What follows belongs to an exercise in optimizing a design on an open flow for small area; a production flow would make more cautious choices. In this exercise RTL edits were held to simulation tests only and were not proved equivalent to the original.

## flow/design.v (module list and top-level ports; edited modules follow where they fit)
// module rca: 17 lines
// module cordic_pipe: 68 lines
// module csa_add: 29 lines
// module cic1: 30 lines
// module cic2: 45 lines
// module nco_step: 954 lines
// module ddc_frontend: 68 lines
module ddc_frontend(
  input clock,                   
  input reset,                   
  input [31:0] frequency,        
  input signed [11:0] adc_data,  
  output out_strobe,             
  output signed [17:0] out_i,
  output signed [17:0] out_q
  );
  // ...
==> flow/run.sh <==
#!/bin/bash
# synth_recipe.tcl (not shown) runs the flow's synth.tcl, then flattens the netlist and writes it again
# the make line also repeats each setting of config.mk as NAME=value (left out here)
make -C /OpenROAD-flow-scripts/flow DESIGN_CONFIG=/design/flow/config.mk WORK_HOME=/design/flow/orfs CLKGATE_MAP_FILE= SYNTH_SCRIPT=/design/flow/synth_recipe.tcl finish
==> flow/config.mk <==
export PLATFORM = sky130hd
export DESIGN_NAME = ddc_frontend
export DESIGN_NICKNAME = ddc_frontend
export VERILOG_FILES = /design/flow/design.v
export SDC_FILE = /design/flow/constraint.sdc
export NUM_CORES = 4
export LEC_CHECK = 0
export CAP_MARGIN = 20
export CORE_MARGIN = 2
export CORE_UTILIZATION = 40
export SLEW_MARGIN = 20
==> flow/constraint.sdc <==
create_clock -name core_clock -period 16.0 [get_ports {clock}]
set_input_delay 3.2000 -clock core_clock [delete_from_list [all_inputs] [get_ports {clock}]]
set_output_delay 3.2000 -clock core_clock [all_outputs]
set_load 0.01 [all_outputs]
==> impl_metrics.toml, run 1 <==
[sta]
whs_ns = 0.292
worst_pin_slew_ns = 1.12

[drt]
ant_nets = 0
dr_wl_met2_mm = 57.8

[outcome]
status = "no timing/DRC/antenna violations"

[grt]
grt.busiest_layer = "met2"
grt_overflow = 0
grt_util_met2_pct = 22.3

[yosys]
synthXorXnorAreaFrac_pct = 5.61
seq_area_frac_synth_pct = 46.9
synth-seq-cells = 1633
synth_area_per_cell_sq_um = 14.0
synth_top_family_by_area = "adder cells"

[clock_network]
root_buffer = "clkbuf_16"
cts_max_path_buffers = 3
cts_setup_buffers = 0

[die]
nWellTaps = 2480
start_util_pct = 40.3
dieArea_sq_mm = 0.190

[worst_setup_path]
worstSetupPathDepth = 39
reg2reg_depth = 39
start_kind = "flop"
cp_num_buf_inv = 4
path_max_fanout = 10
critPathTopFamily = "adder cells"

[final_layout]
multi_input_area_share_pct = 42.5
multi_input_area_sq_mm = 0.0359
diodes = 2

[min_path]
hold-path-endpoint = "cic2_iq.ir[306]"

[placement]
place_congestion = 0.871
dpl-instance-area_sq_mm = 0.0789
==> module cic1, before the edit <==
module cic1 (
  input         clock,
  input         ev,
  input  [17:0] x,
  output reg [18:0] r1
  );
reg [26:0] i1, i2, i3;
reg [26:0] c0, c1, c2;
wire [26:0] s1, s2, s3;
rca #(27) ai1 (.a(i1), .b({{9{x[17]}}, x}), .ci(1'b0), .s(s1));
rca #(27) ai2 (.a(i2), .b(i1), .ci(1'b0), .s(s2));
rca #(27) ai3 (.a(i3), .b(i2), .ci(1'b0), .s(s3));
wire [26:0] a1, a2, a3;
rca #(27) ac1 (.a(i3), .b(~c0), .ci(1'b1), .s(a1));
rca #(27) ac2 (.a(a1), .b(~c1), .ci(1'b1), .s(a2));
rca #(27) ac3 (.a(a2), .b(~c2), .ci(1'b1), .s(a3));
always @(posedge clock)
  begin
  i1 <= s1;
  i2 <= s2;
  i3 <= s3;
  if (ev)
    begin
    c0 <= i3;
    c1 <= a1;
    c2 <= a2;
    r1 <= a3[26:8];
    end
  end
endmodule
==> module cic2, before the edit <==
module cic2 (
  input         clock,
  input  [3:0]  r10,        
  input         iact,       
  input         cact,       
  input  [18:0] xi,         
  input  [18:0] xq,
  output reg [17:0] out_i,
  output reg [17:0] out_q
  );
reg [349:0] ir;
reg [539:0] cr;
reg [34:0]  t;
wire [34:0] iw0 = ir[34:0];
wire [34:0] iw1 = ir[69:35];
wire sel_i = (r10 == 4'd4);
wire sel_q = (r10 == 4'd9);
wire [18:0] xs = sel_i ? xi : xq;
wire xu = xs[18] | (&xs[17:0]);
wire [34:0] xin = {{17{xu}}, xs[18:1]};
wire [34:0] op = (sel_i | sel_q) ? xin : iw1;
wire [34:0] iw;
csa_add #(35, 17) ai (.a(iw0), .b(iact ? op : 35'd0), .ci(iact & (sel_i | sel_q) & xs[0]), .s(iw));
always @(posedge clock)
  ir <= {iw, ir[349:35]};
wire [34:0] cw0 = cr[34:0];
wire [18:0] ow0 = cr[53:35];
wire [18:0] ow1 = cr[107:89];
wire first = (r10 == 4'd0) | (r10 == 4'd5);
wire last  = (r10 == 4'd4) | (r10 == 4'd9);
wire [34:0] src = first ? iw0 : t;
wire [34:0] dif;
csa_add #(35, 17) ac (.a(src), .b(~cw0), .ci(1'b1), .s(dif));
wire [34:0] cn = cact ? src : cw0;
wire [18:0] on = cact ? (last ? dif[34:16] : ow1) : ow0;
wire [17:0] rnd;
rca #(18) ar (.a(ow0[18:1]), .b(18'd0), .ci(ow0[0]), .s(rnd));
always @(posedge clock)
  begin
  cr <= {on, cn, cr[539:54]};
  t <= dif;
  if (cact & (r10 == 4'd0)) out_i <= rnd;
  if (cact & (r10 == 4'd5)) out_q <= rnd;
  end
endmodule
==> run 2, diff against run 1 <==
--- a/flow/design.v
+++ b/flow/design.v
@@ -118,25 +118,23 @@
   input  [17:0] x,
   output reg [18:0] r1
   );
-reg [26:0] i1, i2, i3;
-reg [26:0] c0, c1, c2;
-wire [26:0] s1, s2, s3;
+reg [26:0] i1, i2, acc;
+reg [26:0] c1, c2;
+wire [26:0] s1, s2, sa;
 rca #(27) ai1 (.a(i1), .b({{9{x[17]}}, x}), .ci(1'b0), .s(s1));
 rca #(27) ai2 (.a(i2), .b(i1), .ci(1'b0), .s(s2));
-rca #(27) ai3 (.a(i3), .b(i2), .ci(1'b0), .s(s3));
-wire [26:0] a1, a2, a3;
-rca #(27) ac1 (.a(i3), .b(~c0), .ci(1'b1), .s(a1));
-rca #(27) ac2 (.a(a1), .b(~c1), .ci(1'b1), .s(a2));
+rca #(27) ai3 (.a(ev ? 27'd0 : acc), .b(i2), .ci(1'b0), .s(sa));
+wire [26:0] a2, a3;
+rca #(27) ac2 (.a(acc), .b(~c1), .ci(1'b1), .s(a2));
 rca #(27) ac3 (.a(a2), .b(~c2), .ci(1'b1), .s(a3));
 always @(posedge clock)
   begin
   i1 <= s1;
   i2 <= s2;
-  i3 <= s3;
+  acc <= sa;
   if (ev)
     begin
-    c0 <= i3;
-    c1 <= a1;
+    c1 <= acc;
     c2 <= a2;
     r1 <= a3[26:8];
     end
@@ -153,38 +151,42 @@
   output reg [17:0] out_q
   );
 reg [349:0] ir;
-reg [539:0] cr;
+reg [279:0] cr;
+reg [179:0] orr;
 reg [34:0]  t;
 wire [34:0] iw0 = ir[34:0];
 wire [34:0] iw1 = ir[69:35];
 wire sel_i = (r10 == 4'd4);
 wire sel_q = (r10 == 4'd9);
+wire dump = cact & ((r10 == 4'd0) | (r10 == 4'd5));
 wire [18:0] xs = sel_i ? xi : xq;
 wire xu = xs[18] | (&xs[17:0]);
 wire [34:0] xin = {{17{xu}}, xs[18:1]};
 wire [34:0] op = (sel_i | sel_q) ? xin : iw1;
 wire [34:0] iw;
-csa_add #(35, 17) ai (.a(iw0), .b(iact ? op : 35'd0), .ci(iact & (sel_i | sel_q) & xs[0]), .s(iw));
+csa_add #(35, 17) ai (.a(dump ? 35'd0 : iw0), .b(iact ? op : 35'd0),
+  .ci(iact & (sel_i | sel_q) & xs[0]), .s(iw));
 always @(posedge clock)
   ir <= {iw, ir[349:35]};
+wire cstep = cact & ~r10[3];                  
 wire [34:0] cw0 = cr[34:0];
-wire [18:0] ow0 = cr[53:35];
-wire [18:0] ow1 = cr[107:89];
-wire first = (r10 == 4'd0) | (r10 == 4'd5);
-wire last  = (r10 == 4'd4) | (r10 == 4'd9);
-wire [34:0] src = first ? iw0 : t;
+wire [34:0] src = (r10 == 4'd0) ? iw0 : (r10 == 4'd4) ? iw1 : t;
 wire [34:0] dif;
-csa_add #(35, 17) ac (.a(src), .b(~cw0), .ci(1'b1), .s(dif));
-wire [34:0] cn = cact ? src : cw0;
-wire [18:0] on = cact ? (last ? dif[34:16] : ow1) : ow0;
+csa_add #(35, 17) ac (.a(src), .b(cstep ? ~cw0 : 35'd0), .ci(cstep), .s(dif));
+wire [34:0] cn = cstep ? src : cw0;
 wire [17:0] rnd;
-rca #(18) ar (.a(ow0[18:1]), .b(18'd0), .ci(ow0[0]), .s(rnd));
+rca #(18) ar (.a(t[34:17]), .b(18'd0), .ci(t[16]), .s(rnd));
+wire [17:0] ow0 = orr[17:0];
+wire [17:0] ow1 = orr[35:18];
+wire olast = (r10 == 4'd4) | (r10 == 4'd9);
+wire [17:0] on = cact ? (olast ? rnd : ow1) : ow0;
 always @(posedge clock)
   begin
-  cr <= {on, cn, cr[539:54]};
+  cr <= {cn, cr[279:35]};
+  orr <= {on, orr[179:18]};
   t <= dif;
-  if (cact & (r10 == 4'd0)) out_i <= rnd;
-  if (cact & (r10 == 4'd5)) out_q <= rnd;
+  if (cact & (r10 == 4'd0)) out_i <= ow0;
+  if (cact & (r10 == 4'd5)) out_q <= ow0;
   end
 endmodule
 module nco_step(input [31:0] f, input [31:0] p, output [31:0] pn);
--- a/flow/config.mk
+++ b/flow/config.mk
@@ -5,6 +5,7 @@
 export SDC_FILE = /design/flow/constraint.sdc
 export NUM_CORES = 4
 export LEC_CHECK = 0
+export ABC_AREA = 1
 export CAP_MARGIN = 20
 export CORE_MARGIN = 2
 export CORE_UTILIZATION = 40
==> impl_metrics.toml, run 2 <==
[final_layout]
syn2layout_area_growth_pct = 13.0
largest_reg_flops = 350
largest_registers = "cic2_iq.ir (350), cic2_iq.cr (280), cic2_iq.orr (180)"
layout_commonest_cell = "dfxtp_1"
regMostFlops = "cic2_iq.ir"
diodes = 0
design_area_sq_mm = 0.0808
layout.cells.non_filler = 8293
mostFrequentLayoutCells = "dfxtp_1 (1316), fa_1 (1149), inv_1 (991)"
final_util_pct = 45.4
drive_gt1_share_pct = 5.96
layout.nets = 7249

[die]
num_rows = 155
chipWidth_um = 427
core_area_sq_mm = 0.178
dieArea_sq_mm = 0.182
die_h_um = 427
start_util_pct = 40.2
ios = 83

[clock_network]
cts_buffers = 152
clk_latency_ns = 0.80
cts_max_path_buffers = 3
root_buffer = "clkbuf_16"
ctsHoldBuffers = 0
path_clk_slew_ns = 0.06
clock-sinks = 1499
cts_tree = "done"
cts_max_level = 4

[sta]
rsz0062_at_grt = "false"
setup_tns_ns = 0
setup_viol = 0
worst_pin_slew_ns = 0.990
whs_ns = 0.256
max-slew-margin-rel_pct = 33.9
finClkSkew_ns = 0.0881
finalCriticalPeriod_ns = 15.03
fmax_ghz = 0.0665
report.final.hold_viol_count = 0
slew_viol_final = 0
fin_crit_sh_pct = 93.9
setup_ws_ns = 0.969

[yosys]
synth_mux_area_share_pct = 0.210
synth_area_per_cell_sq_um = 12.7
yosysWarnings = 4
synth_most_common_cell = "dfxtp_1"
netlist.area_leader.share_pct = 36.8
yosysTopAreaCell = "dfxtp_1"
synth_cell_type_count = 59
synth_compound_area_share_pct = 2.56
synth-simple-area-share_pct = 4.65
async_reset_ff_share_pct = 0
synth-edff-count = 182
seq_area_frac_synth_pct = 44.5
synthXorXnorAreaFrac_pct = 5.85
synth_top_family_by_area = "adder cells"
syn_nets = 7070
synth-main-ff-cell = "dfxtp_1"
yosys-top-cells-area = "dfxtp_1 (37%), fa_1 (32%), edfxtp_1 (7.6%)"
ys_top_cells_by_count = "dfxtp_1 (1317), fa_1 (1149), inv_1 (992), nand2_1 (480), xor2_1 (296)"
synthAdderAreaFrac_pct = 36.4
synth-seq-cells = 1499
syn-instance-count = 5633
netlist_area_sq_mm = 0.0716

[outcome]
status = "no timing/DRC/antenna violations"

[drt]
num_vias = 35900
drt_iter0_markers = 1404
routed_wl_mm = 125
ant_nets = 0
wl_per_cell_um = 15.1
first_pass_iters = 5
drc = 0
via_per_inst = 4.33

[worst_setup_path]
end_kind = "flop"
path_common_cell = "fa_1"
cp.required_ns = 16.62
arrival_ns = 15.66
path_max_fanout = 10
cpPeakStageDelay_ns = 0.55
cp_slowest_cell = "xor2_2"
path_class = "flop to flop"
start_kind = "flop"

[grt]
grt_use_total_pct = 14.5
grt_overflow = 0
grt_pass1_vias = 39700
antenna_found_initial = 0
grt_max_degree = 69
grt_pass1_wl_mm = 210

[placement]
placed_cells_incl_taps = 8013
place_congestion = 0.893
place_ws_ns = 0.570
dp_hpwl_mm = 97.5
port_buffers = 82
dpl-instance-area_sq_mm = 0.0753

[min_path]
hold_class = "flop to flop"

[run]
maxCapViolCount = 0
[run 2: area by class of cell]
type                       instances  area, sq um
fill                           16100        97200
multi-input combinational       3030        35600
sequential                      1499        31800
clock buffer                     208         4430
inverter                        1004         3780
tap                             2355         2950
timing repair buffer             125         1140
clock inverter                    72         1070
[run 2: repair_timing]
| item | CTS | global route |
|---|---|---|
| buffers inserted | 0 | 0 |
| hold endpoints to repair | 0 | 0 |
| resized for setup | 0 | 2 |
| endpoints found under the setup margin | 0 | 2 |
[run 2: worst paths after layout]
| check | start | to | slack, ns | depth (start not counted) |
|---|---|---|---|---|
| setup reg to reg | rx_cordic.stages[3].r.zr[11] | rx_cordic.stages[6].r.xr[17] | 0.97 | 40 |
| hold / removal | cic2_iq.cr[154] | cic2_iq.cr[119] | 0.26 | 0 |
| setup / recovery | rx_cordic.stages[3].r.zr[11] | rx_cordic.stages[6].r.xr[17] | 0.97 | 40 |
| hold reg to reg | cic2_iq.cr[154] | cic2_iq.cr[119] | 0.26 | 0 |
[run 2: routing by layer]
metal  routed length [um]  share of wire [%]  vias up  track usage, %
met2                63200                 51      516            25.4
met5                    0                  0        -               0
met4                 3120                2.5        0            4.07
met3                 4170                3.3      221            2.43
li1                     -                  -    17300               -
met1                54600                 44    17900            18.5
[run 2: logic make-up after synthesis]
family | count (synthesis)
AO/OA/AOI/OAI | 332
XOR/XNOR | 466
adder cells (fa/ha/maj) | 1391
buffers and inverters | 1104
flip-flops | 1499
multiplexers | 15
AND/OR/NAND/NOR | 826
[run 2: worst max-delay path, delay by kind of cell (launching register included)]
| family | cells | cell delay [ns] |
|---|---|---|
| xor gates and xnor gates | 5 | 1.50 |
| adders and majority gates | 31 | 12.65 |
| buffers and inverters | 4 | 0.34 |
| DFF | 1 | 0.45 |
==> run 3, diff against run 2 <==
--- a/flow/config.mk
+++ b/flow/config.mk
@@ -9,4 +9,7 @@
 export CAP_MARGIN = 20
 export CORE_MARGIN = 2
 export CORE_UTILIZATION = 40
+export CTS_BUF_LIST = sky130_fd_sc_hd__clkbuf_8
+export CTS_CLUSTER_DIAMETER = 60
+export CTS_CLUSTER_SIZE = 16
 export SLEW_MARGIN = 20
==> impl_metrics.toml, run 3 <==
[outcome]
status = "no timing/DRC/antenna violations"

[drt]
drc = 0
wl_per_cell_um = 15.0
num_vias = 35500
drt_iter0_markers = 1475
ant_nets = 0
first_pass_iters = 5
via_per_inst = 4.32
routed_wl_mm = 123

[sta]
finClkSkew_ns = 0.0700
whs_ns = 0.286
fin_crit_sh_pct = 94.0
max-slew-margin-rel_pct = 33.9
worst_pin_slew_ns = 0.990
rsz0062_at_grt = "false"
setup_tns_ns = 0
setup_ws_ns = 0.967
fmax_ghz = 0.0665
report.final.hold_viol_count = 0
setup_viol = 0
finalCriticalPeriod_ns = 15.03
slew_viol_final = 0

[die]
core_area_sq_mm = 0.178
start_util_pct = 40.2
num_rows = 155
chipWidth_um = 427
dieArea_sq_mm = 0.182
ios = 83
die_h_um = 427

[yosys]
synth-seq-cells = 1499
yosysTopAreaCell = "dfxtp_1"
syn-instance-count = 5633
yosys-top-cells-area = "dfxtp_1 (37%), fa_1 (32%), edfxtp_1 (7.6%)"
synth_cell_type_count = 59
synth-main-ff-cell = "dfxtp_1"
yosysWarnings = 4
seq_area_frac_synth_pct = 44.5
async_reset_ff_share_pct = 0
synth-edff-count = 182
netlist.area_leader.share_pct = 36.8
synth_area_per_cell_sq_um = 12.7
netlist_area_sq_mm = 0.0716
ys_top_cells_by_count = "dfxtp_1 (1317), fa_1 (1149), inv_1 (992), nand2_1 (480), xor2_1 (296)"
syn_nets = 7070
synth_most_common_cell = "dfxtp_1"

[worst_setup_path]
path_max_fanout = 25
arrival_ns = 15.78
cp_slowest_cell = "fa_1"
cp.required_ns = 16.75
path_class = "flop to flop"
cpPeakStageDelay_ns = 0.49
path_common_cell = "fa_1"
start_kind = "flop"
end_kind = "flop"

[placement]
port_buffers = 82
placed_cells_incl_taps = 8013
place_congestion = 0.893
place_ws_ns = 0.570
dp_hpwl_mm = 97.5

[final_layout]
mostFrequentLayoutCells = "dfxtp_1 (1316), fa_1 (1149), inv_1 (1016)"
regMostFlops = "cic2_iq.ir"
layout.cells.non_filler = 8207
layout_commonest_cell = "dfxtp_1"
drive_gt1_share_pct = 4.56
largest_reg_flops = 350
layout.nets = 7217
syn2layout_area_growth_pct = 8.74
final_util_pct = 43.7
largest_registers = "cic2_iq.ir (350), cic2_iq.cr (280), cic2_iq.orr (180)"

[grt]
grt_pass1_wl_mm = 207
grt_pass1_vias = 39100
antenna_found_initial = 2
grt_max_degree = 69
grt_overflow = 0
grt_use_total_pct = 14.3

[run]
maxCapViolCount = 0

[clock_network]
clk_latency_ns = 0.91
ctsHoldBuffers = 0
clock-sinks = 1499
path_clk_slew_ns = 0.10
cts_setup_buffers = 0
cts_max_level = 3
root_buffer = "clkbuf_8"
cts_resized = 0
cts_buffers = 120
cts_max_path_buffers = 3
cts_tree = "done"

[min_path]
hold_class = "flop to flop"
==> run 3: final cells by class <==
class / count / area (sq um)
well taps: 2355 / 2950
repair buffers: 125 / 1140
clock buffers: 127 / 1750
multi-input cells: 3030 / 35600
diodes: 1 / 2.50
flip-flops and latches: 1499 / 31800
fillers: 16400 / 100000
clock inverters: 66 / 734
inverters: 1004 / 3780
==> run 3: path summary, 6_finish.rpt <==
kind | from | to | slack (ns) | cells past startpoint
max | rx_cordic.stages[3].r.zr[11] | rx_cordic.stages[6].r.yr[17] | 0.97 | 38
min | cic2_iq.cr[53] | cic2_iq.cr[18] | 0.29 | 0
max reg2reg | rx_cordic.stages[3].r.zr[11] | rx_cordic.stages[6].r.yr[17] | 0.97 | 38
min reg2reg | cic2_iq.cr[53] | cic2_iq.cr[18] | 0.29 | 0
==> run 3: stage by stage <==
stage | area, sq um
CTS | 77800
detailed placement | 75300
global placement | 75300
floorplan | 71600
finish | 77800
global route | 77800
==> run 3: cell families (layout without fill, tap and decap cells) <==
| logic type | Yosys count | after routing | synth area share [%] |
|---|---|---|---|
| adder cells (fa/ha/maj) | 1391 | 1391 | 36.4 |
| flip-flops | 1499 | 1499 | 44.5 |
| buffers and inverters | 1104 | 1322 | 5.88 |
| AND/OR/NAND/NOR | 826 | 826 | 4.65 |
| AO/OA/AOI/OAI | 332 | 332 | 2.56 |
| multiplexers | 15 | 15 | 0.210 |
| XOR/XNOR | 466 | 466 | 5.85 |
| other | 0 | 1 | 0 |
==> run 3: layer usage <==
metal | routed length [um] | part of all wire, % | global-route usage (%) | vias up
li1 | - | - | - | 17100
met2 | 62400 | 51 | 25.2 | 466
met5 | 0 | 0 | 0 | -
met3 | 3990 | 3.2 | 2.12 | 202
met4 | 3180 | 2.6 | 3.89 | 0
met1 | 53700 | 44 | 18.4 | 17700
==> run 3: worst max-delay path: cells and delay by family (launching register included) <==
kind,cells,cell delay (ns)
fa+ha+maj,32,13.06
xor+xnor,4,0.92
buf+inv,2,0.49
flops,1,0.46
==> module ddc_frontend, before the edit <==
module ddc_frontend(
  input clock,                   
  input reset,                   
  input [31:0] frequency,        
  input signed [11:0] adc_data,  
  output out_strobe,             
  output signed [17:0] out_i,
  output signed [17:0] out_q
  );
localparam [13:0] CUT = 14'b11010101001000;   
localparam integer L = 6;                     
localparam [3:0] R16 = (2 - L + 32) % 16;     
localparam integer Q1 = (R16 + 1 + L - 3) / 16;
localparam [3:0] RK = 4'd0;                   
localparam [3:0] KC = (RK + 7 + Q1) % 10;     
localparam [3:0] R16M = (R16 + 15) % 16;      
localparam [3:0] RKM  = (R16 == 0) ? (RK + 9) % 10 : RK;    
reg [3:0] c16;     
reg [3:0] k10;     
reg [3:0] r10;     
reg armed, strobe, iact_r, cact_r;
wire c16_wrap = (c16 == 4'd15);
wire ev1 = (c16 == 4'd3);
wire istart = (r10 == 4'd0) & (c16 <= 4'd9);
wire iact = istart | (iact_r & (r10 != 4'd0));
wire cstart = istart & (k10 == KC);
wire cact = cstart | (cact_r & (r10 != 4'd0));
always @(posedge clock)
  begin
  iact_r <= iact;
  cact_r <= cact;
  if (reset)
    begin
    c16 <= R16;
    k10 <= RK;
    r10 <= 4'd0;
    armed <= 1'b0;
    strobe <= 1'b0;
    end
  else
    begin
    c16 <= c16 + 4'd1;
    if (c16_wrap) k10 <= (k10 == 4'd9) ? 4'd0 : k10 + 4'd1;
    r10 <= (r10 == 4'd9) ? 4'd0 : r10 + 4'd1;
    if ((c16 == R16M) & (k10 == RKM)) armed <= 1'b1;
    strobe <= armed & (c16 == R16) & (k10 == RK);
    end
  end
assign out_strobe = strobe;
reg [11:0] adc_r;
reg [31:0] phase;
wire [31:0] phase_n;
nco_step nco (.f(frequency), .p(phase), .pn(phase_n));
always @(posedge clock)
  begin
  adc_r <= adc_data;
  phase <= reset ? 32'd0 : phase_n;
  end
wire [17:0] cordic_i, cordic_q;
cordic_pipe #(.CUT(CUT)) rx_cordic (
  .clock(clock), .adc(adc_r), .ph(phase), .xo(cordic_i), .yo(cordic_q));
wire [18:0] r1_i, r1_q;
cic1 cic1_i (.clock(clock), .ev(ev1), .x(cordic_i), .r1(r1_i));
cic1 cic1_q (.clock(clock), .ev(ev1), .x(cordic_q), .r1(r1_q));
cic2 cic2_iq (
  .clock(clock), .r10(r10), .iact(iact), .cact(cact),
  .xi(r1_i), .xq(r1_q), .out_i(out_i), .out_q(out_q));
endmodule
==> run 4, diff against run 3 <==
--- a/flow/design.v
+++ b/flow/design.v
@@ -1152,8 +1152,8 @@
   output signed [17:0] out_i,
   output signed [17:0] out_q
   );
-localparam [13:0] CUT = 14'b11010101001000;   
-localparam integer L = 6;                     
+localparam [13:0] CUT = 14'b01010101001000;   
+localparam integer L = 5;                     
 localparam [3:0] R16 = (2 - L + 32) % 16;     
 localparam integer Q1 = (R16 + 1 + L - 3) / 16;
 localparam [3:0] RK = 4'd0;                   
--- a/flow/config.mk
+++ b/flow/config.mk
@@ -5,7 +5,6 @@
 export SDC_FILE = /design/flow/constraint.sdc
 export NUM_CORES = 4
 export LEC_CHECK = 0
-export ABC_AREA = 1
 export CAP_MARGIN = 20
 export CORE_MARGIN = 2
 export CORE_UTILIZATION = 40
==> impl_metrics.toml, run 4 <==
[yosys]
syn-instance-count = 5169
synth_most_common_cell = "dfxtp_1"
netlist_area_sq_mm = 0.0704
synth_cell_type_count = 55
syn_nets = 6606
synth-seq-cells = 1463
synthXorXnorAreaFrac_pct = 5.92
synth_compound_area_share_pct = 2.54
synth_area_per_cell_sq_um = 13.6
netlist.area_leader.share_pct = 36.4
synth_top_family_by_area = "adder cells"
synth-simple-area-share_pct = 2.77
ys_top_cells_by_count = "dfxtp_1 (1281), fa_1 (1149), inv_1 (865), xnor2_1 (329), ha_1 (242)"
synth-edff-count = 182
seq_area_frac_synth_pct = 44.2
async_reset_ff_share_pct = 0
yosysTopAreaCell = "dfxtp_1"
yosysWarnings = 4
yosys-top-cells-area = "dfxtp_1 (36%), fa_1 (33%), edfxtp_1 (7.8%)"
synth-main-ff-cell = "dfxtp_1"
synth_mux_area_share_pct = 2.47
synthAdderAreaFrac_pct = 37.0

[placement]
place_congestion = 0.839
port_buffers = 82
dp_hpwl_mm = 91.9
dpl-instance-area_sq_mm = 0.0744

[final_layout]
layout.nets = 6762
mostFrequentLayoutCells = "dfxtp_1 (1280), fa_1 (1148), inv_1 (890)"
fillers = 15900
final_util_pct = 43.7
drive_gt1_share_pct = 5.51
syn2layout_area_growth_pct = 8.85
largest_registers = "cic2_iq.ir (350), cic2_iq.cr (280), cic2_iq.orr (180)"
design_area_sq_mm = 0.0767
layout_commonest_cell = "dfxtp_1"
regMostFlops = "cic2_iq.ir"
largest_reg_flops = 350

[drt]
via_per_inst = 4.34
ant_nets = 0
num_vias = 33600
drt_iter0_markers = 1196
routed_wl_mm = 116
first_pass_iters = 7
drc = 0
wl_per_cell_um = 15.0

[worst_setup_path]
path_max_fanout = 32
arrival_ns = 15.61
start_kind = "flop"
cp.required_ns = 16.74
rr_startpoint = "rx_cordic.stages[3].r.zr[11]"
path_common_cell = "fa_1"
rrSetupSlack_ns = 1.13
cpPeakStageDelay_ns = 0.81
timing.rr.end = "rx_cordic.stages[6].r.xr[17]"
reg2reg_depth = 38
end_kind = "flop"
path_class = "flop to flop"
cp_slowest_cell = "xnor2_1"

[grt]
grt_overflow = 0
grt_use_total_pct = 13.7
grt_pass1_wl_mm = 198
grt.busiest_layer = "met2"
antenna_found_initial = 3
grt_pass1_vias = 37700
grt_util_met2_pct = 22.8
grt_max_degree = 56
gr-usage-met3_pct = 2.39
met1_usage_pct = 18.6

[min_path]
hold-path-endpoint = "cic2_iq.ir[84]"
hold_class = "flop to flop"
min_delay_path_depth = 0
hp-start = "cic2_iq.ir[119]"

[sta]
fmax_ghz = 0.0673
max-slew-margin-rel_pct = 31.3
setup_tns_ns = 0
whs_ns = 0.312
slew_viol_final = 0
fin_crit_sh_pct = 92.9
worst_pin_slew_ns = 1.03
report.final.hold_viol_count = 0
finalCriticalPeriod_ns = 14.87
setup_viol = 0
finClkSkew_ns = 0.0468
rsz0062_at_grt = "false"

[die]
die_h_um = 424
dieArea_sq_mm = 0.179
chipWidth_um = 424
start_util_pct = 40.1
core_area_sq_mm = 0.176
num_rows = 154
ios = 83

[clock_network]
cts_setup_buffers = 0
cts_tree = "done"
cts_resized = 0
ctsHoldBuffers = 0
root_buffer = "clkbuf_8"
path_clk_slew_ns = 0.10
clk_latency_ns = 0.88
cts_buffers = 116
clock-sinks = 1463
cts_max_level = 3
cts_max_path_buffers = 3

[run]
maxCapViolCount = 0

[outcome]
status = "no timing/DRC/antenna violations"
## run 4: cell count changes after synthesis, sizes merged, moves of 17 or more
| cell | change |
|---|---|
| nand2 | -370 |
| xnor2 | +169 |
| xor2 | -161 |
| inv | -134 |
| nor2 | -110 |
| mux2i | +105 |
| and2 | +67 |
| mux2 | +48 |
| a21oi | -47 |
| nand3 | -39 |
| dfxtp | -36 |
| o21ai | -33 |
| a21o | +20 |
| nand2b | +17 |
## run 4: cells by family after synthesis
| family | count (synthesis) |
|---|---|
| flops | 1463 |
| fa+ha+maj | 1391 |
| buf+inv | 963 |
| compound gates | 296 |
| simple gates | 416 |
| xor+xnor | 472 |
| mux | 168 |
## run 4: worst max-delay path, delay by kind of cell (launching register included)
| kind | cells | cell delay, ns |
|---|---|---|
| buffers and inverters | 4 | 0.68 |
| DFF | 1 | 0.36 |
| adders and majority gates | 30 | 12.43 |
| xor gates and xnor gates | 4 | 1.25 |
## run 4: layout make-up
class,instances,area [sq um],area share (%)
clock buffer,123,1690,2.21
sequential,1463,31100,40.6
clock inverter,60,543,0.708
inverter,866,3260,4.25
antenna,2,5.00,0.00653
tap,2340,2930,3.82
multi-input combinational,2743,35900,46.8
timing repair buffer,135,1210,1.58
## run 4: metal layers
layer  share of wire (%)  vias to the layer above
li1                    -                    16000
met1                  47                    17000
met2                  47                      322
met3                 3.2                      169
met4                 2.4                        0
met5                   0                        -
## run 4: worst max-delay path by stage
stage	from	end	slack, ns	depth (start not counted)
after floorplan	phase[29]	rx_cordic.stages[3].r.yr[17]	0.53	53
final	rx_cordic.stages[3].r.zr[11]	rx_cordic.stages[6].r.xr[17]	1.13	38
after global routing	phase[29]	rx_cordic.stages[3].r.yr[17]	0.41	46
after global placement	rx_cordic.stages[3].r.zr[11]	rx_cordic.stages[6].r.xr[17]	1.21	38
after detailed placement	rx_cordic.stages[3].r.zr[11]	rx_cordic.stages[6].r.xr[17]	1.0	38
after CTS	rx_cordic.stages[3].r.zr[11]	rx_cordic.stages[6].r.xr[17]	1.00	38
## run 4: per-stage QoR
stage,setup slack (ns),instances
after floorplan,0.532,5169
after CTS,1.00,7730
final,1.13,7732
after global placement,1.21,7547
after global routing,0.408,7732
after detailed placement,0.997,7547
==> run 5, diff against run 4 <==
--- a/flow/config.mk
+++ b/flow/config.mk
@@ -9,6 +9,6 @@
 export CORE_MARGIN = 2
 export CORE_UTILIZATION = 40
 export CTS_BUF_LIST = sky130_fd_sc_hd__clkbuf_8
-export CTS_CLUSTER_DIAMETER = 60
-export CTS_CLUSTER_SIZE = 16
+export CTS_CLUSTER_DIAMETER = 35
+export CTS_CLUSTER_SIZE = 20
 export SLEW_MARGIN = 20
==> impl_metrics.toml, run 5 <==
[clock_network]
cts_max_path_buffers = 3
cts_max_level = 4
ctsHoldBuffers = 0
root_buffer = "clkbuf_8"
clk_latency_ns = 0.96
clock-sinks = 1463
cts_resized = 0
cts_tree = "done"
cts_setup_buffers = 0
cts_buffers = 201
path_clk_slew_ns = 0.09

[drt]
drc = 0
wl_per_cell_um = 14.8
via_per_inst = 4.31
drt_iter0_markers = 1195
first_pass_iters = 6
ant_nets = 0
routed_wl_mm = 118
num_vias = 34200

[worst_setup_path]
cp_slowest_cell = "xnor2_1"
path_class = "flop to flop"
start_kind = "flop"
cpPeakStageDelay_ns = 0.81
end_kind = "flop"
cp.required_ns = 16.77
path_max_fanout = 32
reg2reg_depth = 38
path_common_cell = "fa_1"
arrival_ns = 15.62

[sta]
worst_pin_slew_ns = 1.03
report.final.hold_viol_count = 0
fmax_ghz = 0.0673
setup_tns_ns = 0
fin_crit_sh_pct = 92.8
whs_ns = 0.276
rsz0062_at_grt = "false"
finClkSkew_ns = 0.0692
finalCriticalPeriod_ns = 14.85
max-slew-margin-rel_pct = 31.3
slew_viol_final = 0
setup_viol = 0

[yosys]
seq_area_frac_synth_pct = 44.2
netlist_area_sq_mm = 0.0704
syn_nets = 6606
async_reset_ff_share_pct = 0
synth-seq-cells = 1463
yosysWarnings = 4
yosys-top-cells-area = "dfxtp_1 (36%), fa_1 (33%), edfxtp_1 (7.8%)"
ys_top_cells_by_count = "dfxtp_1 (1281), fa_1 (1149), inv_1 (865), xnor2_1 (329), ha_1 (242)"
synth-main-ff-cell = "dfxtp_1"
synth_most_common_cell = "dfxtp_1"
netlist.area_leader.share_pct = 36.4
synth_cell_type_count = 55
synth-edff-count = 182
synth_area_per_cell_sq_um = 13.6
syn-instance-count = 5169
yosysTopAreaCell = "dfxtp_1"

[die]
start_util_pct = 40.1
ios = 83
dieArea_sq_mm = 0.179
num_rows = 154
chipWidth_um = 424
die_h_um = 424
core_area_sq_mm = 0.176

[grt]
gr-usage-met3_pct = 2.93
antenna_found_initial = 4
grt_overflow = 0
grt.busiest_layer = "met2"
met1_usage_pct = 18.5
grt_use_total_pct = 13.9
grt_pass1_vias = 38600
grt_max_degree = 56
grt_pass1_wl_mm = 200
grt_util_met2_pct = 22.9

[final_layout]
largest_reg_flops = 350
largest_registers = "cic2_iq.ir (350), cic2_iq.cr (280), cic2_iq.orr (180)"
layout.cells.non_filler = 7934
mostFrequentLayoutCells = "dfxtp_1 (1280), fa_1 (1148), inv_1 (876)"
regMostFlops = "cic2_iq.ir"
layout.nets = 6847
syn2layout_area_growth_pct = 12.6
drive_gt1_share_pct = 9.11
layout_commonest_cell = "dfxtp_1"
final_util_pct = 45.2

[min_path]
hold_class = "flop to flop"
min_delay_path_depth = 0

[placement]
place_congestion = 0.839
dp_hpwl_mm = 91.9
port_buffers = 82
placed_cells_incl_taps = 7547

[outcome]
status = "no timing/DRC/antenna violations"

[run]
maxCapViolCount = 0
==> run 5: cell counts after synthesis <==
Identical to the previous run, type by type.
==> run 5: worst paths after layout <==
check | slack, ns | end | from
max reg2reg | 1.15 | rx_cordic.stages[6].r.xr[17] | rx_cordic.stages[3].r.zr[11]
min reg2reg | 0.28 | cic2_iq.ir[248] | cic2_iq.ir[283]
min | 0.28 | cic2_iq.ir[248] | cic2_iq.ir[283]
max | 1.15 | rx_cordic.stages[6].r.xr[17] | rx_cordic.stages[3].r.zr[11]
==> run 5: logic make-up (layout without fill, tap and decap cells) <==
family                   count (synthesis)  after routing  synth area share, %
AND/OR/NAND/NOR                        416            416                 2.77
flip-flops                            1463           1463                 44.2
AO/OA/AOI/OAI                          296            296                 2.54
XOR/XNOR                               472            472                 5.92
other                                    0              6                    0
multiplexers                           168            168                 2.47
adder cells (fa/ha/maj)               1391           1391                 37.0
buffers and inverters                  963           1382                 5.16
==> run 5: metal layers <==
metal / share of wire, % / vias up
met5: 0 / -
met3: 3.8 / 208
met4: 2.4 / 0
met2: 48 / 392
li1: - / 16300
met1: 46 / 17200
==> run 5: per-stage QoR <==
stage | setup slack [ns] | instance area, sq um
global route | 0.391 | 79300
global placement | 1.21 | 74400
floorplan | 0.532 | 70400
detailed placement | 0.997 | 74400
CTS | 1.02 | 79300
finish | 1.15 | 79300
==> run 5: critical path: cells and delay by family, from the launching register on <==
| kind | cells | cell delay [ns] |
|---|---|---|
| adder cells (fa/ha/maj) | 30 | 12.43 |
| buffers and inverters | 4 | 0.68 |
| flip-flops | 1 | 0.35 |
| XOR/XNOR | 4 | 1.25 |
==> run 5: final cells by class <==
class,count,area [sq um]
clock buffers,223,3070
inverters,866,3260
fillers,15700,96200
well taps,2340,2930
flip-flops and latches,1463,31100
multi-input cells,2743,35900
repair buffers,135,1210
clock inverters,158,1810
diodes,6,15.0
==> run 6, diff against run 5 <==
--- a/flow/config.mk
+++ b/flow/config.mk
@@ -8,7 +8,7 @@
 export CAP_MARGIN = 20
 export CORE_MARGIN = 2
 export CORE_UTILIZATION = 40
-export CTS_BUF_LIST = sky130_fd_sc_hd__clkbuf_8
-export CTS_CLUSTER_DIAMETER = 35
-export CTS_CLUSTER_SIZE = 20
+export CTS_BUF_LIST = sky130_fd_sc_hd__clkbuf_4
+export CTS_CLUSTER_DIAMETER = 40
+export CTS_CLUSTER_SIZE = 10
 export SLEW_MARGIN = 20
==> impl_metrics.toml, run 6 <==
[drt]
first_pass_iters = 7
via_per_inst = 4.35
ant_nets = 0
wl_per_cell_um = 14.9
drt_iter0_markers = 1162
drc = 0
routed_wl_mm = 117
num_vias = 34200

[placement]
placed_cells_incl_taps = 7547
dp_hpwl_mm = 91.9
place_congestion = 0.839
dpl-instance-area_sq_mm = 0.0744
port_buffers = 82

[worst_setup_path]
timing.rr.end = "rx_cordic.stages[6].r.xr[17]"
rrSetupSlack_ns = 1.15
cp.required_ns = 17.05
reg2reg_depth = 38
start_kind = "flop"
path_class = "flop to flop"
rr_startpoint = "rx_cordic.stages[3].r.zr[11]"
arrival_ns = 15.90
path_common_cell = "fa_1"
cpPeakStageDelay_ns = 0.81
path_max_fanout = 32
end_kind = "flop"
cp_slowest_cell = "xnor2_1"

[grt]
antenna_found_initial = 5
grt_pass1_vias = 38500
grt_overflow = 0
grt_max_degree = 56
grt_pass1_wl_mm = 199
grt_use_total_pct = 13.9

[final_layout]
layout_commonest_cell = "dfxtp_1"
fillers = 16000
final_util_pct = 43.8
design_area_sq_mm = 0.0769
layout.nets = 6840
mostFrequentLayoutCells = "dfxtp_1 (1280), fa_1 (1148), inv_1 (864)"
drive_gt1_share_pct = 7.86
largest_registers = "cic2_iq.ir (350), cic2_iq.cr (280), cic2_iq.orr (180)"
layout.cells.non_filler = 7863
syn2layout_area_growth_pct = 9.14
largest_reg_flops = 350
regMostFlops = "cic2_iq.ir"
seqCellArea_sq_mm = 0.0311
multi_input_area_sq_mm = 0.0359

[die]
dieArea_sq_mm = 0.179
num_rows = 154
ios = 83
core_area_sq_mm = 0.176
chipWidth_um = 424
die_h_um = 424
start_util_pct = 40.1

[yosys]
yosys-top-cells-area = "dfxtp_1 (36%), fa_1 (33%), edfxtp_1 (7.8%)"
netlist_area_sq_mm = 0.0704
syn-instance-count = 5169
synth_most_common_cell = "dfxtp_1"
syn_nets = 6606
synth_area_per_cell_sq_um = 13.6
async_reset_ff_share_pct = 0
ys_top_cells_by_count = "dfxtp_1 (1281), fa_1 (1149), inv_1 (865), xnor2_1 (329), ha_1 (242)"
synth-edff-count = 182
yosysWarnings = 4
synth-seq-cells = 1463
yosysTopAreaCell = "dfxtp_1"
seq_area_frac_synth_pct = 44.2
synth_cell_type_count = 55
synth-main-ff-cell = "dfxtp_1"
netlist.area_leader.share_pct = 36.4

[clock_network]
cts_resized = 0
ctsHoldBuffers = 0
clk_latency_ns = 1.21
cts_buffers = 194
root_buffer = "clkbuf_4"
cts_setup_buffers = 0
cts_max_path_buffers = 3
clock-sinks = 1463
cts_max_level = 4
path_clk_slew_ns = 0.10
cts_tree = "done"

[sta]
setup_tns_ns = 0
worst_pin_slew_ns = 1.04
finClkSkew_ns = 0.0884
fmax_ghz = 0.0673
rsz0062_at_grt = "false"
finalCriticalPeriod_ns = 14.85
setup_viol = 0
fin_crit_sh_pct = 92.8
whs_ns = 0.288
report.final.hold_viol_count = 0
slew_viol_final = 0
max-slew-margin-rel_pct = 30.2

[min_path]
hp-start = "cic2_iq.ir[86]"
min_delay_path_depth = 0
hold_class = "flop to flop"
hold-path-endpoint = "cic2_iq.ir[51]"

[outcome]
status = "no timing/DRC/antenna violations"

[run]
maxCapViolCount = 0
==> run 6: cell counts after synthesis <==
No cell type changed its count.
==> run 6: cells by family after synthesis <==
logic type	after synthesis	share of synthesized area (%)
DFF	1463	44.2
adders and majority gates	1391	37.0
buffers and inverters	963	5.16
muxes	168	2.47
AOI/OAI and AO/OA	296	2.54
xor gates and xnor gates	472	5.92
and+or+nand+nor	416	2.77
==> run 6: final cells by class <==
cell class                      instances  share of cell area (%)
Tap cell                             2340                    3.81
Antenna cell                           11                  0.0358
Inverter                              866                    4.24
Multi-Input combinational cell       2743                    46.7
Clock inverter                         65                   0.801
Timing Repair Buffer                  135                    1.58
Clock buffer                          240                    2.34
Sequential cell                      1463                    40.5
==> run 6: how the worst max path moves through the flow <==
stage | start | end
after floorplan | phase[29] | rx_cordic.stages[3].r.yr[17]
after global placement | rx_cordic.stages[3].r.zr[11] | rx_cordic.stages[6].r.xr[17]
after detailed placement | rx_cordic.stages[3].r.zr[11] | rx_cordic.stages[6].r.xr[17]
after CTS | rx_cordic.stages[3].r.zr[11] | rx_cordic.stages[6].r.xr[17]
after global routing | phase[29] | rx_cordic.stages[3].r.yr[17]
final | rx_cordic.stages[3].r.zr[11] | rx_cordic.stages[6].r.xr[17]
==> run 6: per-layer routing <==
metal	vias up	wire (um)	GRT usage (%)
met5	-	24	0
met4	4	2810	4.13
met1	17200	54100	18.3
li1	16300	-	-
met3	230	4470	2.87
met2	416	55500	22.9
==> run 6: critical path, delay by kind of cell, from the launching register on <==
kind                     cells  cell delay, ns
XOR/XNOR                     4            1.25
adder cells (fa/ha/maj)     30           12.47
buffers and inverters        4            0.68
flip-flops                   1            0.36
==> run 6: metrics by stage <==
step           worst slack [ns]
4_1_cts                    1.03
6_report                   1.15
2_1_floorplan             0.532
5_1_grt                   0.372
3_5_place_dp              0.997
3_3_place_gp               1.21
==> run 7, diff against run 6 <==
==> flow/flow/run.sh (new file) <==
#!/bin/bash
# Standard layout, with one netlist step between synthesis and floorplan: inverters
# around full adders are removed by flipping adders (a full adder commutes with
# complementing all its pins) and xor/xnor gates; registers are untouched.
set -euo pipefail
R=orfs/results/${FLOW_PLATFORM:-sky130hd}/ddc_frontend/base
bash standard.sh synth > synth.log 2>&1
cp "$R/1_2_yosys.v" "$R/1_2_yosys.std.v"
if python3 flow/invopt.py "$R/1_2_yosys.std.v" invopt.v > invopt.log 2>&1 &&
   python3 flow/simeq.py "$R/1_2_yosys.std.v" invopt.v > simeq.log 2>&1 &&
   grep -q ", 0 differ" simeq.log; then
  cp invopt.v "$R/1_2_yosys.v"
  echo "netlist step applied" >> invopt.log
else
  echo "netlist step skipped" >> invopt.log
fi
rm -f "$R/1_synth.odb" "$R/1_synth.sdc"
BUFFER_PORTS_ARGS="-buffer_cell sky130_fd_sc_hd__buf_1" bash standard.sh > layout.log 2>&1
==> flow/flow/invopt.py (new file) <==
#!/usr/bin/env python3
"""Removes inverters around sky130 full adders in a Yosys netlist.

A full adder commutes with complementing all its pins: FA(~a,~b,~c) = (~cout, ~sum).
Each inverter chain is collapsed to a base signal and a polarity; each full adder may be
flipped (fed the complements of its inputs, giving the complements of its outputs); a local
search picks the flips that need the fewest inverters; the netlist is written back with one
inverter per base signal and polarity that some pin needs and its driver does not give.
Usage: invopt.py IN.v OUT.v"""
import re, sys, collections

src = re.sub(r"\(\*.*?\*\)", "", open(sys.argv[1]).read())
INV = "sky130_fd_sc_hd__inv_1"
FA = "sky130_fd_sc_hd__fa_1"
OUTPINS = {"X", "Y", "Q", "Q_N", "SUM", "COUT", "HI", "LO"}

# split the module body into statements
m = re.search(r"module\s+(\S+)\s*\((.*?)\);(.*)endmodule", src, re.S)
top, ports, body = m.group(1), m.group(2), m.group(3)
stmts = [s.strip() for s in re.split(r";\s*\n", body) if s.strip()]
decls, cells, assigns = [], [], []
cell_re = re.compile(r"^(sky130_fd_sc_hd__\w+)\s+(\S+)\s*\((.*)\)$", re.S)
pin_re = re.compile(r"\.(\w+)\((.*?)\)\s*(?:,|$)", re.S)
for s in stmts:
    if s.startswith(("wire", "input", "output", "reg")):
        decls.append(s)
    elif s.startswith("assign"):
        assigns.append(s)
    else:
        mm = cell_re.match(s)
        if not mm:
            raise SystemExit("cannot parse: " + s[:200])
        pins = [(p, n.strip()) for p, n in pin_re.findall(mm.group(3))]
        cells.append([mm.group(1), mm.group(2), pins])

def norm(n):
    return re.sub(r"\s+", "", n)

# inverter collapse: net -> (base, pol)
inv_of = {}
for typ, name, pins in cells:
    if typ == INV:
        d = dict(pins)
        inv_of[norm(d["Y"])] = norm(d["A"])
def base(n):
    p = 0
    n = norm(n)
    while n in inv_of:
        n = inv_of[n]; p ^= 1
    return n, p

XORS = {"sky130_fd_sc_hd__xor2_1": "sky130_fd_sc_hd__xnor2_1", "sky130_fd_sc_hd__xnor2_1": "sky130_fd_sc_hd__xor2_1",
        "sky130_fd_sc_hd__xor2_2": "sky130_fd_sc_hd__xnor2_2", "sky130_fd_sc_hd__xnor2_2": "sky130_fd_sc_hd__xor2_2"}
fas = [c for c in cells if c[0] == FA or c[0] in XORS]
others = [c for c in cells if c[0] not in (FA, INV) and c[0] not in XORS]
OUTP = {"SUM", "COUT", "X", "Y"}
INP = {"A", "B", "CIN"}
# producers: base net -> fa index (if driven by a FA output)
prod = {}
for i, (typ, name, pins) in enumerate(fas):
    for p, n in pins:
        if p in OUTP:
            prod[norm(n)] = i
# consumers: list of (base, pol, fa index or None)
cons = collections.defaultdict(list)   # base -> list of (pol, fa or None)
isx = [c[0] in XORS for c in fas]
for i, (typ, name, pins) in enumerate(fas):
    for p, n in pins:
        if p in INP:
            b, pol = base(n)
            cons[b].append((pol, -1 if isx[i] else i))
for typ, name, pins in others:
    for p, n in pins:
        if p not in OUTPINS:
            if n.startswith("1'") or n == "":
                continue
            b, pol = base(n)
            cons[b].append((pol, None))
# nets used by assigns / ports: need their own polarity as they are
outs_needed = set()
for a in assigns:
    mm = re.match(r"assign\s+(.*?)\s*=\s*(.*)$", a, re.S)
    for side in (mm.group(2),):
        b, pol = base(side)
        cons[b].append((pol, None))
portnames = set()
for d in decls:
    if d.startswith("output"):
        nm = d.split()[-1]
        portnames.add(nm)
for pn in portnames:
    b, pol = base(pn)
    if b != norm(pn) or pol:
        cons[b].append((pol, None))

flip = [0] * len(fas)
fa_inputs = collections.defaultdict(list)
for b, lst in cons.items():
    for pol, i in lst:
        if i is not None and i >= 0:
            fa_inputs[i].append(b)
fa_outputs = collections.defaultdict(list)
for b, i in prod.items():
    fa_outputs[i].append(b)

def cost_of(b):
    q = flip[prod[b]] if b in prod else 0
    need = set()
    for pol, i in cons.get(b, []):
        if i == -1:
            continue
        need.add(pol ^ (flip[i] if i is not None else 0))
    return 1 if (1 - q) in need else 0

def local(i):
    bs = set(fa_inputs[i]) | set(fa_outputs[i])
    return sum(cost_of(b) for b in bs)

total0 = sum(cost_of(b) for b in set(cons) | set(prod))
improved = True
passes = 0
while improved and passes < 50:
    improved = False; passes += 1
    for i in range(len(fas)):
        before = local(i)
        flip[i] ^= 1
        after = local(i)
        if after < before:
            improved = True
        else:
            flip[i] ^= 1
import random, math
random.seed(1)
allb = list(set(cons) | set(prod))
cur = sum(cost_of(b) for b in allb)
best = cur; bestflip = flip[:]
T = 2.0
N = len(fas)
for it in range(400000):
    i = random.randrange(N)
    before = local(i)
    flip[i] ^= 1
    d = local(i) - before
    if d <= 0 or random.random() < math.exp(-d / T):
        cur += d
        if cur < best:
            best = cur; bestflip = flip[:]
    else:
        flip[i] ^= 1
    T = max(0.05, 2.0 * (1 - it / 350000.0))
flip[:] = bestflip
improved = True
while improved:
    improved = False
    for i in range(len(fas)):
        before = local(i)
        flip[i] ^= 1
        if local(i) < before:
            improved = True
        else:
            flip[i] ^= 1
total1 = sum(cost_of(b) for b in set(cons) | set(prod))
ninv = sum(1 for c in cells if c[0] == INV)
sys.stderr.write("inverters: %d in netlist, %d needed before, %d after, %d full adders flipped\n"
                 % (ninv, total0, total1, sum(flip)))

# rebuild: for each base b, net for polarity q (native) is b itself when not flipped;
# a flipped FA drives a fresh net carrying ~b, and b (the original name) becomes an
# inverter output if positive polarity is needed.
fresh = [0]
def newnet(hint):
    fresh[0] += 1
    return "_invopt_%d_" % fresh[0]
native = {}          # base -> (net, pol)
for b in set(cons) | set(prod):
    if b in prod and flip[prod[b]]:
        native[b] = (newnet(b), 1)
    else:
        native[b] = (b, 0)
other_net = {}       # base -> net of the other polarity
new_invs = []
def net_for(b, pol):
    n, q = native[b]
    if pol == q:
        return n
    if b not in other_net:
        if q == 1:
            o = b                      # original name carries the positive value
        else:
            o = newnet(b)
        other_net[b] = o
        new_invs.append((n, o))
    return other_net[b]
# rewrite pins
out_cells = []
for typ, name, pins in cells:
    if typ == INV:
        continue
    np_ = []
    if typ == FA:
        i = fas.index([typ, name, pins]) if False else None
    for p, n in pins:
        np_.append([p, n])
    out_cells.append([typ, name, np_])
fa_index = {id(c): k for k, c in enumerate(fas)}
fa_by_name = {c[1]: k for k, c in enumerate(fas)}
for c in out_cells:
    typ, name, pins = c
    if typ == FA:
        k = fa_by_name[name]
        for pp in pins:
            p, n = pp
            if p in ("A", "B", "CIN"):
                b, pol = base(n)
                pp[1] = net_for(b, pol ^ flip[k])
            else:
                b = norm(n)
                pp[1] = native[b][0]
    elif typ in XORS:
        k = fa_by_name[name]
        t = flip[k]
        for pp in pins:
            p, n = pp
            if p in INP:
                b, pol = base(n)
                nn, q = native[b]
                if q != pol:
                    t ^= 1
                pp[1] = nn
            else:
                pp[1] = native[norm(n)][0]
        if t:
            c[0] = XORS[typ]
            for pp in pins:
                if pp[0] in ("X", "Y"):
                    pp[0] = "Y" if "xnor" in c[0] else "X"
    else:
        for pp in pins:
            p, n = pp
            if p not in OUTPINS and not n.startswith("1'") and n != "":
                b, pol = base(n)
                pp[1] = net_for(b, pol)
new_assigns = []
for a in assigns:
    mm = re.match(r"assign\s+(.*?)\s*=\s*(.*)$", a, re.S)
    b, pol = base(mm.group(2))
    new_assigns.append("assign %s = %s" % (mm.group(1), net_for(b, pol)))
# ports driven through inverters in the original: make sure the port net exists with its value
for pn in portnames:
    b, pol = base(pn)
    if b != norm(pn) or pol:
        n = net_for(b, pol)
        if n != norm(pn):
            new_assigns.append("assign %s = %s" % (pn, n))
# drop declarations of nets that no longer exist? keep all; add new ones
newdecls = ["wire %s" % n for n in sorted(set([native[b][0] for b in native if native[b][1]] + list(other_net.values()))) if n.startswith("_invopt_")]
o = ["module %s(%s);" % (top, ports)]
for d in decls + newdecls:
    o.append("  " + d + ";")
k = 0
for a, y in new_invs:
    k += 1
    o.append("  %s _invopt_inv_%d_ (.A(%s), .Y(%s));" % (INV, k, a, y))
for typ, name, pins in out_cells:
    o.append("  %s %s (%s);" % (typ, name, ", ".join(".%s(%s)" % (p, n) for p, n in pins)))
for a in new_assigns:
    o.append("  " + a + ";")
o.append("endmodule")
text = "\n".join(o) + "\n"
text = re.sub(r"(\\[^\s,;()]+)", r"\1 ", text)
open(sys.argv[2], "w").write(text)
sys.stderr.write("wrote %d inverters\n" % len(new_invs))
if len(sys.argv) > 3:  # category report
    cat = collections.Counter()
    for b in set(cons) | set(prod):
        if cost_of(b):
            drv = ("FA" if not isx[prod[b]] else "X") if b in prod else "other"
            kinds = collections.Counter()
            for pol, i in cons.get(b, []):
                if i is None: kinds["other"] += 1
                elif i >= 0: kinds["FA"] += 1
            cat[(drv, tuple(sorted(kinds)))] += 1
    for k, v in cat.most_common(): sys.stderr.write("%d %s\n" % (v, k))
==> flow/flow/simeq.py (new file) <==
#!/usr/bin/env python3
"""Random-vector combinational equivalence of two sky130 netlists with the same flops/ports:
flop outputs and inputs are free variables, flop D/DE pins and outputs are compared."""
import re, sys, random, collections
LIB = "/OpenROAD-flow-scripts/flow/platforms/sky130hd/lib/sky130_fd_sc_hd__tt_025C_1v80.lib"
lib = open(LIB).read()
funcs = {}
for blk in re.split(r"\n\s*cell\s*\(", lib)[1:]:
    name = re.match(r'\s*"?(\w+)"?', blk).group(1)
    f = {}
    for pm in re.finditer(r'pin\s*\(\s*"?(\w+)"?\s*\)\s*\{(.*?)\n\s{8}\}', blk, re.S):
        fm = re.search(r'function\s*:\s*"([^"]*)"', pm.group(2))
        dm = re.search(r'direction\s*:\s*"?(\w+)', pm.group(2))
        if fm and dm and dm.group(1) == "output":
            f[pm.group(1)] = fm.group(1)
    funcs[name] = f
def pyexpr(e):
    e = e.replace("!", "~").replace("*", "&").replace("+", "|").replace("^", "^")
    e = re.sub(r"\b([A-Z][A-Z0-9_]*)\b", r"v['\1']", e)
    return e
def load(fn):
    src = re.sub(r"\(\*.*?\*\)", "", open(fn).read())
    body = re.search(r"module\s+\S+\s*\(.*?\);(.*)endmodule", src, re.S).group(1)
    cells, assigns = [], []
    for s in re.split(r";\s*\n", body):
        s = s.strip()
        if not s or s.startswith(("wire", "input", "output", "reg")):
            continue
        if s.startswith("assign"):
            m = re.match(r"assign\s+(.*?)\s*=\s*(.*)$", s, re.S)
            assigns.append((re.sub(r"\s+", "", m.group(1)), re.sub(r"\s+", "", m.group(2))))
            continue
        m = re.match(r"^(sky130_fd_sc_hd__\w+)\s+(\S+)\s*\((.*)\)$", s, re.S)
        pins = {p: re.sub(r"\s+", "", n) for p, n in re.findall(r"\.(\w+)\((.*?)\)\s*(?:,|$)", m.group(3), re.S)}
        cells.append((m.group(1), m.group(2), pins))
    return cells, assigns
SEQ = ("df", "edf", "sdf", "dlx", "dlclkp", "sdlclkp")
def is_seq(t):
    t = t.replace("sky130_fd_sc_hd__", "")
    return t.startswith(SEQ)
def evaluate(cells, assigns, free, W):
    val = dict(free)
    val["1'b0"] = 0; val["1'b1"] = (1 << W) - 1
    drv = {}
    for c in cells:
        if is_seq(c[0]):
            continue
        for p, n in c[2].items():
            if p in funcs[c[0]]:
                drv[n] = (c, p)
    for a, b in assigns:
        drv[a] = ("assign", b)
    mask = (1 << W) - 1
    sys.setrecursionlimit(100000)
    def get(n):
        if n in val:
            return val[n]
        if n not in drv:
            raise KeyError(n)
        c, p = drv[n]
        if c == "assign":
            r = get(p)
        else:
            v = {q: get(m) for q, m in c[2].items() if q not in funcs[c[0]]}
            r = eval(pyexpr(funcs[c[0]][p])) & mask
        val[n] = r
        return r
    return get
def main():
    A = load(sys.argv[1]); B = load(sys.argv[2])
    W = 256
    random.seed(5)
    # free: all flop Q outputs and primary inputs (any net not driven in A)
    drivenA = set()
    for c in A[0]:
        if not is_seq(c[0]):
            for p, n in c[2].items():
                if p in funcs[c[0]]:
                    drivenA.add(n)
    for a, b in A[1]:
        drivenA.add(a)
    free = {}
    checks = []
    for c in A[0]:
        if is_seq(c[0]):
            for p, n in c[2].items():
                if p in ("Q", "Q_N"):
                    free[n] = random.getrandbits(W)
                elif p != "CLK":
                    checks.append(n)
    allnets = set()
    for c in A[0]:
        for p, n in c[2].items():
            allnets.add(n)
    for n in allnets:
        if n not in drivenA and n not in free and not n.startswith("1'"):
            free[n] = random.getrandbits(W)
    outs = [a for a, b in A[1]]
    for c in A[0]:
        pass
    ga = evaluate(A[0], A[1], free, W); gb = evaluate(B[0], B[1], free, W)
    # outputs: port nets = nets named like out_* plus flop inputs
    ports = re.findall(r"output\s+(?:\[\d+:\d+\]\s*)?(\w+)", open(sys.argv[1]).read())
    for n in list(allnets):
        if any(n == p or n.startswith(p + "[") for p in ports):
            checks.append(n)
    bad = 0
    seqB = {c[1]: c for c in B[0] if is_seq(c[0])}
    pairs = []
    for c in A[0]:
        if is_seq(c[0]):
            cb = seqB[c[1]]
            assert cb[0] == c[0]
            for p, n in c[2].items():
                if p not in ("Q", "Q_N", "CLK"):
                    pairs.append((n, cb[2][p]))
    for n in allnets:
        if any(n == p or n.startswith(p + "[") for p in ports):
            pairs.append((n, n))
    for a, b in A[1]:
        pairs.append((a, a))
    for na, nb in pairs:
        if na.startswith("1'") and nb == na:
            continue
        if ga(na) != gb(nb):
            bad += 1
            if bad < 5: print("DIFF", na, nb)
    print("checked", len(pairs), "pins,", bad, "differ")
main()
==> flow/standard.sh (new file) <==
#!/bin/bash
# synth_recipe.tcl (not shown) runs the flow's synth.tcl, then flattens the netlist and writes it again
# the make line also repeats each setting of config.mk as NAME=value (left out here)
make -C /OpenROAD-flow-scripts/flow DESIGN_CONFIG=/design/flow/config.mk WORK_HOME=/design/flow/orfs CLKGATE_MAP_FILE= SYNTH_SCRIPT=/design/flow/synth_recipe.tcl "${@:-finish}"
--- a/flow/config.mk
+++ b/flow/config.mk
@@ -8,7 +8,7 @@
 export CAP_MARGIN = 20
 export CORE_MARGIN = 2
 export CORE_UTILIZATION = 40
-export CTS_BUF_LIST = sky130_fd_sc_hd__clkbuf_4
-export CTS_CLUSTER_DIAMETER = 40
-export CTS_CLUSTER_SIZE = 10
+export CTS_BUF_LIST = sky130_fd_sc_hd__clkbuf_8
+export CTS_CLUSTER_DIAMETER = 60
+export CTS_CLUSTER_SIZE = 16
 export SLEW_MARGIN = 20
removed: flow/run.sh
==> impl_metrics.toml, run 7 <==
[clock_network]
cts_max_level = 3
clock-sinks = 1463
cts_resized = 0
ctsHoldBuffers = 0
cts_tree = "done"
root_buffer = "clkbuf_8"
cts_max_path_buffers = 3
path_clk_slew_ns = 0.09
cts_setup_buffers = 0
clk_latency_ns = 0.85
cts_buffers = 114

[worst_setup_path]
path_class = "flop to flop"
cp-startpoint = "rx_cordic.stages[3].r.zr[11]"
reg2reg_depth = 35
cp_slowest_cell = "xor2_1"
cp.required_ns = 16.72
path_max_fanout = 24
path_common_cell = "fa_1"
cpPeakStageDelay_ns = 0.74
timing.rr.end = "rx_cordic.stages[6].r.xr[17]"
rr_startpoint = "rx_cordic.stages[3].r.zr[11]"
end_kind = "flop"
rrSetupSlack_ns = 0.78
arrival_ns = 15.94
start_kind = "flop"

[min_path]
hold-path-endpoint = "cic2_iq.cr[96]"
hp-start = "cic2_iq.cr[131]"
hold_class = "flop to flop"
min_delay_path_depth = 0

[yosys]
syn_nets = 6054
yosysWarnings = 4
synth_area_per_cell_sq_um = 14.8
netlist_area_sq_mm = 0.0684
syn-instance-count = 4617

[outcome]
status = "no timing/DRC/antenna violations"

[final_layout]
final_util_pct = 43.6
largest_registers = "cic2_iq.ir (350), cic2_iq.cr (280), cic2_iq.orr (180)"
layout_commonest_cell = "dfxtp_1"
layout.nets = 6226
largest_reg_flops = 350
syn2layout_area_growth_pct = 8.29
regMostFlops = "cic2_iq.ir"
drive_gt1_share_pct = 6.31
mostFrequentLayoutCells = "dfxtp_1 (1280), fa_1 (1149), inv_1 (340)"

[drt]
wl_per_cell_um = 16.1
first_pass_iters = 7
routed_wl_mm = 114
via_per_inst = 4.48
ant_nets = 0
drc = 0
num_vias = 31700
drt_iter0_markers = 1427

[die]
ios = 83
dieArea_sq_mm = 0.174
chipWidth_um = 417
die_h_um = 417
start_util_pct = 40.3
num_rows = 151
core_area_sq_mm = 0.170

[placement]
port_buffers = 82
place_congestion = 0.859
dp_hpwl_mm = 90.6
place_ws_ns = 0.670

[sta]
finalCriticalPeriod_ns = 15.22
setup_tns_ns = 0
worst_pin_slew_ns = 0.999
finClkSkew_ns = 0.0556
setup_viol = 0
rsz0062_at_grt = "false"
fmax_ghz = 0.0657
max-slew-margin-rel_pct = 33.4
report.final.hold_viol_count = 0
slew_viol_final = 0
fin_crit_sh_pct = 95.1
setup_ws_ns = 0.782

[grt]
antenna_found_initial = 2
grt_max_degree = 119
grt_use_total_pct = 13.9
grt_pass1_wl_mm = 192
grt_pass1_vias = 35800
grt_overflow = 0

[run]
maxCapViolCount = 0
==> run 7: area by class of cell <==
| class | count | area (sq um) |
|---|---|---|
| tap | 2218 | 2780 |
| clock buffer | 120 | 1650 |
| inverter | 314 | 1180 |
| clock inverter | 59 | 543 |
| fill | 15300 | 95600 |
| sequential | 1463 | 31100 |
| timing repair buffer | 153 | 855 |
| antenna | 2 | 5.00 |
| multi-input combinational | 2743 | 35900 |
==> run 7: metal layers <==
metal | vias up | track usage, % | wire, um
met5 | - | 0 | 0
met2 | 350 | 22.6 | 54400
met4 | 0 | 3.29 | 2120
li1 | 15000 | - | -
met1 | 16200 | 19.3 | 53700
met3 | 132 | 2.51 | 3940
==> run 7: critical path: cells and delay by family (launching register included) <==
family,cells,cell delay (ns)
XOR/XNOR,4,1.25
adder cells (fa/ha/maj),30,12.94
buffers and inverters,1,0.40
flip-flops,1,0.49
==> run 7: how the worst max path moves through the flow <==
stage               depth (start not counted)                      endpoint
floorplan                                  53  rx_cordic.stages[3].r.xr[17]
global placement                           35  rx_cordic.stages[6].r.xr[17]
detailed placement                         35  rx_cordic.stages[6].r.xr[17]
CTS                                        35  rx_cordic.stages[6].r.xr[17]
global route                               35  rx_cordic.stages[6].r.xr[17]
finish                                     35  rx_cordic.stages[6].r.xr[17]
==> run 7: metrics by stage <==
step | area (sq um) | cells | hold slack (ns)
floorplan | 68400 | 4617 | 0.310
global placement | 71800 | 6891 | 0.310
detailed placement | 71800 | 6891 | 0.312
CTS | 74000 | 7070 | 0.278
global route | 74000 | 7072 | 0.282
finish | 74000 | 7072 | 0.296

==> static timing again, ports no longer ideal <==
The flow's constraints put no driver on any port. The routed layouts listed below were extracted and timed again, unchanged, in two steps.
Step 1 assumes that a clkbuf_16 drives the clock port and a buf_2 every other input.
Step 2 adds t to the input delays and takes it off the output delays; t is the mean of the earliest and latest rising clock arrival at the registers after step 1. Input paths then give back, and output paths get back, about the clock's delay inside the block.
Three values: ideal ports, drivers, drivers and shift; two values: the first two.
run | t (ns) | setup slack, ns | worst slew at a driven data input, ns
run 1 | 0.835 | 1.355 / 1.355 / 1.085 | 0.04
run 2 | 0.826 | 0.969 / 0.969 / 0.969 | 0.10
run 3 | 0.938 | 0.967 / 0.967 / 0.967 | 0.10
run 4 | 0.933 | 1.131 / 1.131 / 1.131 | 0.08
run 5 | 0.985 | 1.150 / 1.150 / 1.150 | 0.08
run 6 | 1.230 | 1.150 / 1.150 / 1.150 | 0.08
run 7 | 0.910 | 0.782 / 0.782 / 0.782 | 0.06
After both steps setup and hold are still met in every run listed. For run 1, which loses most, drivers alone change the setup slack by 0.000 ns; drivers and shift together by -0.270 ns.
